What follows belongs to an exercise in optimizing a design on an open flow for small area and a short achievable clock period; a production flow would make more cautious choices.
At most, simulation tests tie the RTL to the original design; equivalence was not proved.
Power figures rest on the tool's default switching activity, not on a simulated workload.

== red ==
==> module dualPortRAM, before the edit <==
module dualPortRAM(clk,rst,wr_en,rd_en,din,wr_add,rd_add,dout);
	input clk,rst;
	input wr_en, rd_en;
	input [5:0] wr_add,rd_add;
	input [7:0] din;
	output reg [7:0] dout;
	reg [7:0] ram [63:0];
	reg [63:0] valid;
	wire [5:0] wa_n, ra_n;
	wire [11:0] wa = {wa_n, wr_add};
	wire [11:0] ra = {ra_n, rd_add};
	wire rd_en_n;
	wire [7:0] whi_n, wlo_n;
	wire [63:0] we;
	wire [7:0] rhi, rlo;
	wire [63:0] rsel;
	genvar g, b, t;
	generate
		for (g = 0; g < 6; g = g + 1) begin : inv
			dp_inv u_wa (.a(wr_add[g]), .y(wa_n[g]));
			dp_inv u_ra (.a(rd_add[g]), .y(ra_n[g]));
		end
		for (g = 0; g < 8; g = g + 1) begin : pre
			dp_nand4 u_whi (.a(wr_en), .b(wa[5 + 6*(1-g/4)]), .c(wa[4 + 6*(1-(g/2)%2)]),
			                .d(wa[3 + 6*(1-g%2)]), .y(whi_n[g]));
			dp_nand3 u_wlo (.a(wa[2 + 6*(1-g/4)]), .b(wa[1 + 6*(1-(g/2)%2)]),
			                .c(wa[0 + 6*(1-g%2)]), .y(wlo_n[g]));
			dp_and4 u_rhi (.a(rd_en), .b(ra[5 + 6*(1-g/4)]), .c(ra[4 + 6*(1-(g/2)%2)]),
			               .d(ra[3 + 6*(1-g%2)]), .y(rhi[g]));
			dp_and3 u_rlo (.a(ra[2 + 6*(1-g/4)]), .b(ra[1 + 6*(1-(g/2)%2)]),
			               .c(ra[0 + 6*(1-g%2)]), .y(rlo[g]));
		end
		for (g = 0; g < 64; g = g + 1) begin : row
			dp_nor2 u_we (.a(whi_n[g/8]), .b(wlo_n[g%8]), .y(we[g]));
			dp_and3 u_rs (.a(rhi[g/8]), .b(rlo[g%8]), .c(valid[g]), .y(rsel[g]));
			always @(posedge clk)
				if (we[g]) ram[g] <= din;
			always @(posedge clk or posedge rst)
				if (rst) valid[g] <= 1'b0;
				else valid[g] <= valid[g] | we[g];
		end
	endgenerate
	dp_inv u_rdn (.a(rd_en), .y(rd_en_n));
	wire [7:0] rdata;
	generate
		for (b = 0; b < 8; b = b + 1) begin : col
			wire [63:0] d;
			wire [7:0] o;
			for (t = 0; t < 64; t = t + 1) begin : dd
				assign d[t] = ram[t][b];
			end
			for (t = 0; t < 8; t = t + 1) begin : grp
				dp_or8 u (.s(rsel[8*t+7:8*t]), .d(d[8*t+7:8*t]), .y(o[t]));
			end
			dp_fin u_f (.o(o), .h(rd_en_n), .e(dout[b]), .y(rdata[b]));
		end
	endgenerate
	always @(posedge clk or posedge rst)
		if (rst) dout <= 8'd0;
		else dout <= rdata;
endmodule
==> module dp_or8, before the edit <==
module dp_or8(input [7:0] s, input [7:0] d, output y);
	assign y = |(s & d);
endmodule
==> module dp_fin, before the edit <==
module dp_fin(input [7:0] o, input h, input e, output y);
	assign y = (|o) | (h & e);
endmodule
==> flow/config.mk <==
export PLATFORM = sky130hd
export DESIGN_NAME = dualPortRAM
export DESIGN_NICKNAME = dualPortRAM
export VERILOG_FILES = /design/flow/design.v
export SDC_FILE = /design/flow/constraint.sdc
export NUM_CORES = 4
export LEC_CHECK = 0
export CAP_MARGIN = 20
export CORE_MARGIN = 2
export CORE_UTILIZATION = 40
export SETUP_SLACK_MARGIN = 1.5
export SLEW_MARGIN = 20
export SYNTH_HIERARCHICAL = 1
==> flow/constraint.sdc <==
create_clock -name core_clock -period 3.6 [get_ports {clk}]
set_input_delay 0.7200 -clock core_clock [delete_from_list [all_inputs] [get_ports {clk}]]
set_output_delay 0.7200 -clock core_clock [all_outputs]
set_load 0.01 [all_outputs]
run.sh (not shown) runs the stock make flow with config.mk's settings and CLKGATE_MAP_FILE= SYNTH_SCRIPT=/design/flow/synth_recipe.tcl, a recipe that flattens the netlist after the stock synthesis.
Inputs modified between red and purple:
-- flow/design.v --
<<< red, line 46
	generate
		for (b = 0; b < 8; b = b + 1) begin : col
			wire [63:0] d;
			wire [7:0] o;
			for (t = 0; t < 64; t = t + 1) begin : dd
				assign d[t] = ram[t][b];
			end
			for (t = 0; t < 8; t = t + 1) begin : grp
				dp_or8 u (.s(rsel[8*t+7:8*t]), .d(d[8*t+7:8*t]), .y(o[t]));
			end
			dp_fin u_f (.o(o), .h(rd_en_n), .e(dout[b]), .y(rdata[b]));
		end
	endgenerate
>>> purple, line 46
	generate
		for (b = 0; b < 8; b = b + 1) begin : col
			wire [31:0] n;
			wire [8:0] o;
			wire [2:0] m;
			for (t = 0; t < 32; t = t + 1) begin : ao
				dp_a22oi u (.a1(rsel[2*t]), .a2(ram[2*t][b]), .b1(rsel[2*t+1]), .b2(ram[2*t+1][b]),
				             .y(n[t]));
			end
			for (t = 0; t < 8; t = t + 1) begin : o4
				dp_nand4 u (.a(n[4*t]), .b(n[4*t+1]), .c(n[4*t+2]), .d(n[4*t+3]), .y(o[t]));
			end
			dp_and2 u_hold (.a(rd_en_n), .b(dout[b]), .y(o[8]));
			for (t = 0; t < 3; t = t + 1) begin : m3
				dp_nor3 u (.a(o[3*t]), .b(o[3*t+1]), .c(o[3*t+2]), .y(m[t]));
			end
			dp_nand3 u_f (.a(m[0]), .b(m[1]), .c(m[2]), .y(rdata[b]));
		end
	endgenerate
<<< red, line 67
	assign y = ~(a | b);
endmodule
module dp_nand3(input a, b, c, output y);
	assign y = ~(a & b & c);
>>> purple, line 73
	assign y = ~(a | b);
endmodule
module dp_and2(input a, b, output y);
	assign y = a & b;
endmodule
module dp_nand3(input a, b, c, output y);
	assign y = ~(a & b & c);
<<< red, line 72
module dp_nand4(input a, b, c, d, output y);
	assign y = ~(a & b & c & d);
endmodule
module dp_and3(input a, b, c, output y);
>>> purple, line 81
module dp_nand4(input a, b, c, d, output y);
	assign y = ~(a & b & c & d);
endmodule
module dp_nor3(input a, b, c, output y);
	assign y = ~(a | b | c);
endmodule
module dp_and3(input a, b, c, output y);
<<< red, line 79
	assign y = a & b & c & d;
endmodule
module dp_or8(input [7:0] s, input [7:0] d, output y);
	assign y = |(s & d);
endmodule
module dp_fin(input [7:0] o, input h, input e, output y);
	assign y = (|o) | (h & e);
endmodule
>>> purple, line 91
	assign y = a & b & c & d;
endmodule
module dp_a22oi(input a1, a2, b1, b2, output y);
	assign y = ~((a1 & a2) | (b1 & b2));
endmodule
Findings:
met2 track utilization from global routing for purple is lower than for red.
Taking purple as 1.0, red lands at 0.939 on area after detailed placement.
purple has signed area change from the synthesized netlist to the final layout below what red had.
For number of resized instances in the post-cts repair step, dividing the value from purple by the value from red gives 0.72.
Total of plain and repair buffers excluding clock buffers went up by a little under 10% going from red to purple.
The final reports for purple and red show via count of the first global-routing pass higher in the former.
Clock insertion delay at the later pin of the skew report essentially unchanged between purple and red.
Min depth of the critical timing path with buffers and inverters included across purple and red: red
purple against red; met3 layer wire length in the routed design is up by a few percent.
Compared with red, purple is more frugal on power.
Against red, purple comes in 1.2 points lower on clock group share of total power.
Number of placed instances, taps included went up by a few percent going from red to purple.
Only the layout flow was run in purple; the RTL was not checked for function there.

---

The RTL this note starts from:
==> flow/design.v <==
`timescale 1ns / 1ps
module dualPortRAM(clk,rst,wr_en,rd_en,din,wr_add,rd_add,dout);
	input clk,rst;
	input wr_en, rd_en;
	input [5:0] wr_add,rd_add;
	input [7:0] din;
	output reg [7:0] dout;
	reg [7:0] ram [63:0];
	reg [63:0] valid;
	wire [5:0] wa_n, ra_n;
	wire [11:0] wa = {wa_n, wr_add};
	wire [11:0] ra = {ra_n, rd_add};
	reg [7:0] dout_n;
	wire [7:0] whi_n, wlo_n;
	wire [63:0] we;
	wire [7:0] rhi, rlo;
	wire [63:0] rsel;
	genvar g, b, t;
	generate
		for (g = 0; g < 6; g = g + 1) begin : inv
			dp_inv u_wa (.a(wr_add[g]), .y(wa_n[g]));
			dp_inv u_ra (.a(rd_add[g]), .y(ra_n[g]));
		end
		for (g = 0; g < 8; g = g + 1) begin : pre
			dp_nand4 u_whi (.a(wr_en), .b(wa[5 + 6*(1-g/4)]), .c(wa[4 + 6*(1-(g/2)%2)]),
			                .d(wa[3 + 6*(1-g%2)]), .y(whi_n[g]));
			dp_nand3 u_wlo (.a(wa[2 + 6*(1-g/4)]), .b(wa[1 + 6*(1-(g/2)%2)]),
			                .c(wa[0 + 6*(1-g%2)]), .y(wlo_n[g]));
			dp_and4 u_rhi (.a(rd_en), .b(ra[5 + 6*(1-g/4)]), .c(ra[4 + 6*(1-(g/2)%2)]),
			               .d(ra[3 + 6*(1-g%2)]), .y(rhi[g]));
			dp_and3 u_rlo (.a(ra[2 + 6*(1-g/4)]), .b(ra[1 + 6*(1-(g/2)%2)]),
			               .c(ra[0 + 6*(1-g%2)]), .y(rlo[g]));
		end
		for (g = 0; g < 64; g = g + 1) begin : row
			dp_nor2 u_we (.a(whi_n[g/8]), .b(wlo_n[g%8]), .y(we[g]));
			dp_and3 u_rs (.a(rhi[g/8]), .b(rlo[g%8]), .c(valid[g]), .y(rsel[g]));
			always @(posedge clk)
				if (we[g]) ram[g] <= din;
			always @(posedge clk or posedge rst)
				if (rst) valid[g] <= 1'b0;
				else valid[g] <= valid[g] | we[g];
		end
	endgenerate
	wire [7:0] rdata, rdata_n;
	generate
		for (b = 0; b < 8; b = b + 1) begin : col
			wire [63:0] d;
			wire [7:0] o;
			for (t = 0; t < 64; t = t + 1) begin : dd
				assign d[t] = ram[t][b];
			end
			for (t = 0; t < 8; t = t + 1) begin : grp
				dp_or8 u (.s(rsel[8*t+7:8*t]), .d(d[8*t+7:8*t]), .y(o[t]));
			end
			dp_fin u_f (.o(o), .rd_en(rd_en), .qn(dout_n[b]), .y(rdata[b]), .yn(rdata_n[b]));
		end
	endgenerate
	always @(posedge clk or posedge rst)
		if (rst) begin
			dout <= 8'd0;
			dout_n <= 8'hff;
		end
		else begin
			dout <= rdata;
			dout_n <= rdata_n;
		end
endmodule
module dp_inv(input a, output y);
	assign y = ~a;
endmodule
module dp_nor2(input a, b, output y);
	assign y = ~(a | b);
endmodule
module dp_nand3(input a, b, c, output y);
	assign y = ~(a & b & c);
endmodule
module dp_nand4(input a, b, c, d, output y);
	assign y = ~(a & b & c & d);
endmodule
module dp_and3(input a, b, c, output y);
	assign y = a & b & c;
endmodule
module dp_and4(input a, b, c, d, output y);
	assign y = a & b & c & d;
endmodule
module dp_or8(input [7:0] s, input [7:0] d, output y);
	assign y = |(s & d);
endmodule
module dp_fin(input [7:0] o, input rd_en, input qn, output y, output yn);
	wire oh;
	wire [2:0] m;
	dp_nor2 u_h (.a(rd_en), .b(qn), .y(oh));
	dp_nor3 u_m0 (.a(o[0]), .b(o[1]), .c(o[2]), .y(m[0]));
	dp_nor3 u_m1 (.a(o[3]), .b(o[4]), .c(o[5]), .y(m[1]));
	dp_nor3 u_m2 (.a(o[6]), .b(o[7]), .c(oh), .y(m[2]));
	dp_nand3 u_y (.a(m[0]), .b(m[1]), .c(m[2]), .y(y));
	dp_and3 u_yn (.a(m[0]), .b(m[1]), .c(m[2]), .y(yn));
endmodule
module dp_nor3(input a, b, c, output y);
	assign y = ~(a | b | c);
endmodule
export LEC_CHECK = 0
export CAP_MARGIN = 20
export CORE_MARGIN = 2
export CORE_UTILIZATION = 70
export SETUP_SLACK_MARGIN = 1.8
export SLEW_MARGIN = 20
export SYNTH_HIERARCHICAL = 1
create_clock -name core_clock -period 3.6 [get_ports {clk}]
standard.sh (not shown) runs the stock make flow with config.mk's settings and CLKGATE_MAP_FILE= SYNTH_SCRIPT=/design/flow/synth_recipe.tcl, a recipe that flattens the netlist after the stock synthesis.
==> flow/flow/run.sh <==
#!/bin/bash
# Standard ORFS layout (the standard.sh), with these changes after synthesis:
#  - ports are buffered with buf_4 instead of the default delay-type buffer
#  - delay cells (clkdlybuf4s*, dlygate4sd*, dlymetal6s*) are not used
#  - repair_timing may change a cell's footprint
#  - after floorplan, flow/size.tcl sets the drive strength of the decoder gates
#  - clock tree: clusters of at most 18 sinks driven by clkbuf_8, no dummy loads
set -euo pipefail
PLATFORM_DONT_USE="sky130_fd_sc_hd__probe_p_8 sky130_fd_sc_hd__probec_p_8 sky130_fd_sc_hd__lpflow_bleeder_1 sky130_fd_sc_hd__lpflow_clkbufkapwr_1 sky130_fd_sc_hd__lpflow_clkbufkapwr_16 sky130_fd_sc_hd__lpflow_clkbufkapwr_2 sky130_fd_sc_hd__lpflow_clkbufkapwr_4 sky130_fd_sc_hd__lpflow_clkbufkapwr_8 sky130_fd_sc_hd__lpflow_clkinvkapwr_1 sky130_fd_sc_hd__lpflow_clkinvkapwr_16 sky130_fd_sc_hd__lpflow_clkinvkapwr_2 sky130_fd_sc_hd__lpflow_clkinvkapwr_4 sky130_fd_sc_hd__lpflow_clkinvkapwr_8 sky130_fd_sc_hd__lpflow_decapkapwr_12 sky130_fd_sc_hd__lpflow_decapkapwr_3 sky130_fd_sc_hd__lpflow_decapkapwr_4 sky130_fd_sc_hd__lpflow_decapkapwr_6 sky130_fd_sc_hd__lpflow_decapkapwr_8 sky130_fd_sc_hd__lpflow_inputiso0n_1 sky130_fd_sc_hd__lpflow_inputiso0p_1 sky130_fd_sc_hd__lpflow_inputiso1n_1 sky130_fd_sc_hd__lpflow_inputiso1p_1 sky130_fd_sc_hd__lpflow_inputisolatch_1 sky130_fd_sc_hd__lpflow_isobufsrc_1 sky130_fd_sc_hd__lpflow_isobufsrc_16 sky130_fd_sc_hd__lpflow_isobufsrc_2 sky130_fd_sc_hd__lpflow_isobufsrc_4 sky130_fd_sc_hd__lpflow_isobufsrc_8 sky130_fd_sc_hd__lpflow_isobufsrckapwr_16 sky130_fd_sc_hd__lpflow_lsbuf_lh_hl_isowell_tap_1 sky130_fd_sc_hd__lpflow_lsbuf_lh_hl_isowell_tap_2 sky130_fd_sc_hd__lpflow_lsbuf_lh_hl_isowell_tap_4 sky130_fd_sc_hd__lpflow_lsbuf_lh_isowell_4 sky130_fd_sc_hd__lpflow_lsbuf_lh_isowell_tap_1 sky130_fd_sc_hd__lpflow_lsbuf_lh_isowell_tap_2 sky130_fd_sc_hd__lpflow_lsbuf_lh_isowell_tap_4 "
EXTRA_DONT_USE="sky130_fd_sc_hd__clkdlybuf4s15_1 sky130_fd_sc_hd__clkdlybuf4s15_2 sky130_fd_sc_hd__clkdlybuf4s18_1 sky130_fd_sc_hd__clkdlybuf4s18_2 sky130_fd_sc_hd__clkdlybuf4s25_1 sky130_fd_sc_hd__clkdlybuf4s25_2 sky130_fd_sc_hd__clkdlybuf4s50_1 sky130_fd_sc_hd__clkdlybuf4s50_2 sky130_fd_sc_hd__dlygate4sd1_1 sky130_fd_sc_hd__dlygate4sd2_1 sky130_fd_sc_hd__dlygate4sd3_1 sky130_fd_sc_hd__dlymetal6s2s_1 sky130_fd_sc_hd__dlymetal6s4s_1 sky130_fd_sc_hd__dlymetal6s6s_1"
bash standard.sh synth > synth.log 2>&1
bash standard.sh DONT_USE_CELLS="$PLATFORM_DONT_USE $EXTRA_DONT_USE" \
  BUFFER_PORTS_ARGS="-buffer_cell sky130_fd_sc_hd__buf_4" \
  MATCH_CELL_FOOTPRINT=0 \
  CTS_ARGS="-sink_clustering_enable -repair_clock_nets -sink_clustering_size 18 -sink_clustering_max_diameter 60 -sink_clustering_buffer sky130_fd_sc_hd__clkbuf_8 -buf_list {sky130_fd_sc_hd__clkbuf_8 sky130_fd_sc_hd__clkbuf_16} -dont_use_dummy_load" \
  POST_FLOORPLAN_TCL="$PWD/flow/size.tcl" finish > layout.log 2>&1
Other scripts of this flow, unchanged in this note and not shown: flow/flow/size.tcl
Edit:
--- a/flow/design.v
+++ b/flow/design.v
@@ -10,7 +10,8 @@
 	wire [5:0] wa_n, ra_n;
 	wire [11:0] wa = {wa_n, wr_add};
 	wire [11:0] ra = {ra_n, rd_add};
-	reg [7:0] dout_n;
+	reg [7:0] dout_fb;
+	wire rd_en_n;
 	wire [7:0] whi_n, wlo_n;
 	wire [63:0] we;
 	wire [7:0] rhi, rlo;
@@ -41,28 +42,30 @@
 				else valid[g] <= valid[g] | we[g];
 		end
 	endgenerate
-	wire [7:0] rdata, rdata_n;
+	wire [7:0] rdata, rdata_fb;
+	dp_inv u_rdn (.a(rd_en), .y(rd_en_n));
 	generate
 		for (b = 0; b < 8; b = b + 1) begin : col
 			wire [63:0] d;
-			wire [7:0] o;
+			wire [5:0] o;
 			for (t = 0; t < 64; t = t + 1) begin : dd
 				assign d[t] = ram[t][b];
 			end
-			for (t = 0; t < 8; t = t + 1) begin : grp
-				dp_or8 u (.s(rsel[8*t+7:8*t]), .d(d[8*t+7:8*t]), .y(o[t]));
+			for (t = 0; t < 5; t = t + 1) begin : grp
+				dp_or12 u (.s(rsel[12*t+11:12*t]), .d(d[12*t+11:12*t]), .y(o[t]));
 			end
-			dp_fin u_f (.o(o), .rd_en(rd_en), .qn(dout_n[b]), .y(rdata[b]), .yn(rdata_n[b]));
+			dp_or5 u_g5 (.s({rd_en_n, rsel[63:60]}), .d({dout_fb[b], d[63:60]}), .y(o[5]));
+			dp_fin u_f (.o(o), .y(rdata[b]), .y2(rdata_fb[b]));
 		end
 	endgenerate
 	always @(posedge clk or posedge rst)
 		if (rst) begin
 			dout <= 8'd0;
-			dout_n <= 8'hff;
+			dout_fb <= 8'd0;
 		end
 		else begin
 			dout <= rdata;
-			dout_n <= rdata_n;
+			dout_fb <= rdata_fb;
 		end
 endmodule
 module dp_inv(input a, output y);
@@ -83,18 +86,32 @@
 module dp_and4(input a, b, c, d, output y);
 	assign y = a & b & c & d;
 endmodule
-module dp_or8(input [7:0] s, input [7:0] d, output y);
+module dp_or12(input [11:0] s, input [11:0] d, output y);
+	wire [3:0] n;
+	genvar i;
+	generate
+		for (i = 0; i < 4; i = i + 1) begin : ao
+			dp_a222oi u (.a1(s[3*i]), .a2(d[3*i]), .b1(s[3*i+1]), .b2(d[3*i+1]),
+			             .c1(s[3*i+2]), .c2(d[3*i+2]), .y(n[i]));
+		end
+	endgenerate
+	dp_nand4 u_y (.a(n[0]), .b(n[1]), .c(n[2]), .d(n[3]), .y(y));
+endmodule
+module dp_a222oi(input a1, a2, b1, b2, c1, c2, output y);
+	assign y = ~((a1 & a2) | (b1 & b2) | (c1 & c2));
+endmodule
+module dp_or5(input [4:0] s, input [4:0] d, output y);
 	assign y = |(s & d);
 endmodule
-module dp_fin(input [7:0] o, input rd_en, input qn, output y, output yn);
-	wire oh;
-	wire [2:0] m;
-	dp_nor2 u_h (.a(rd_en), .b(qn), .y(oh));
+module dp_fin(input [5:0] o, output y, output y2);
+	wire [1:0] m;
 	dp_nor3 u_m0 (.a(o[0]), .b(o[1]), .c(o[2]), .y(m[0]));
 	dp_nor3 u_m1 (.a(o[3]), .b(o[4]), .c(o[5]), .y(m[1]));
-	dp_nor3 u_m2 (.a(o[6]), .b(o[7]), .c(oh), .y(m[2]));
-	dp_nand3 u_y (.a(m[0]), .b(m[1]), .c(m[2]), .y(y));
-	dp_and3 u_yn (.a(m[0]), .b(m[1]), .c(m[2]), .y(yn));
+	dp_nand2 u_y (.a(m[0]), .b(m[1]), .y(y));
+	dp_nand2 u_y2 (.a(m[0]), .b(m[1]), .y(y2));
+endmodule
+module dp_nand2(input a, b, output y);
+	assign y = ~(a & b);
 endmodule
 module dp_nor3(input a, b, c, output y);
 	assign y = ~(a | b | c);
Result:
- fmax decreases by 18%
- non-clock buffer count increases by 30
- routed wire length decreases by 2.9%
- final cell count decreases by 4.9%
- via count decreases by 2.8%
- final area decreases by 3.0%
- clock skew decreases by 0.040 ns
- sequential power hardly moves
No functional check of the RTL was part of the second run of this note.

-- separate check: timing with driven ports --
The flow's constraints put no driver on any port. The routed layouts listed below were extracted and timed again, unchanged, in two steps.
Step 1 sets driving cells, clkbuf_16 on the clock port and buf_2 on the other inputs (assumed; they add their load-dependent delay and slew).
Step 2 moves the port delays by t, midway between the first and last clock arrival at a register: inputs arrive t later, outputs are due t later. That takes back most of the time a late clock gives input paths.
Slacks: ideal / step 1 / step 2; pairs: ideal / step 1.
run	t, ns	slack for setup (ns)	clock arrival spread, ns
red	0.657	1.426 / 1.457 / 0.800	0.017 / 0.017
purple	0.669	1.340 / 1.371 / 0.701	0.021 / 0.021
the first run of note 2	0.539	1.706 / 1.689 / 1.149	0.077 / 0.077
the second run of note 2	0.569	1.296 / 1.300 / 0.731	0.039 / 0.039
After both steps setup and hold are still met in every run listed. For purple, which loses most, drivers alone change the setup slack by +0.031 ns; drivers and shift together by -0.639 ns.
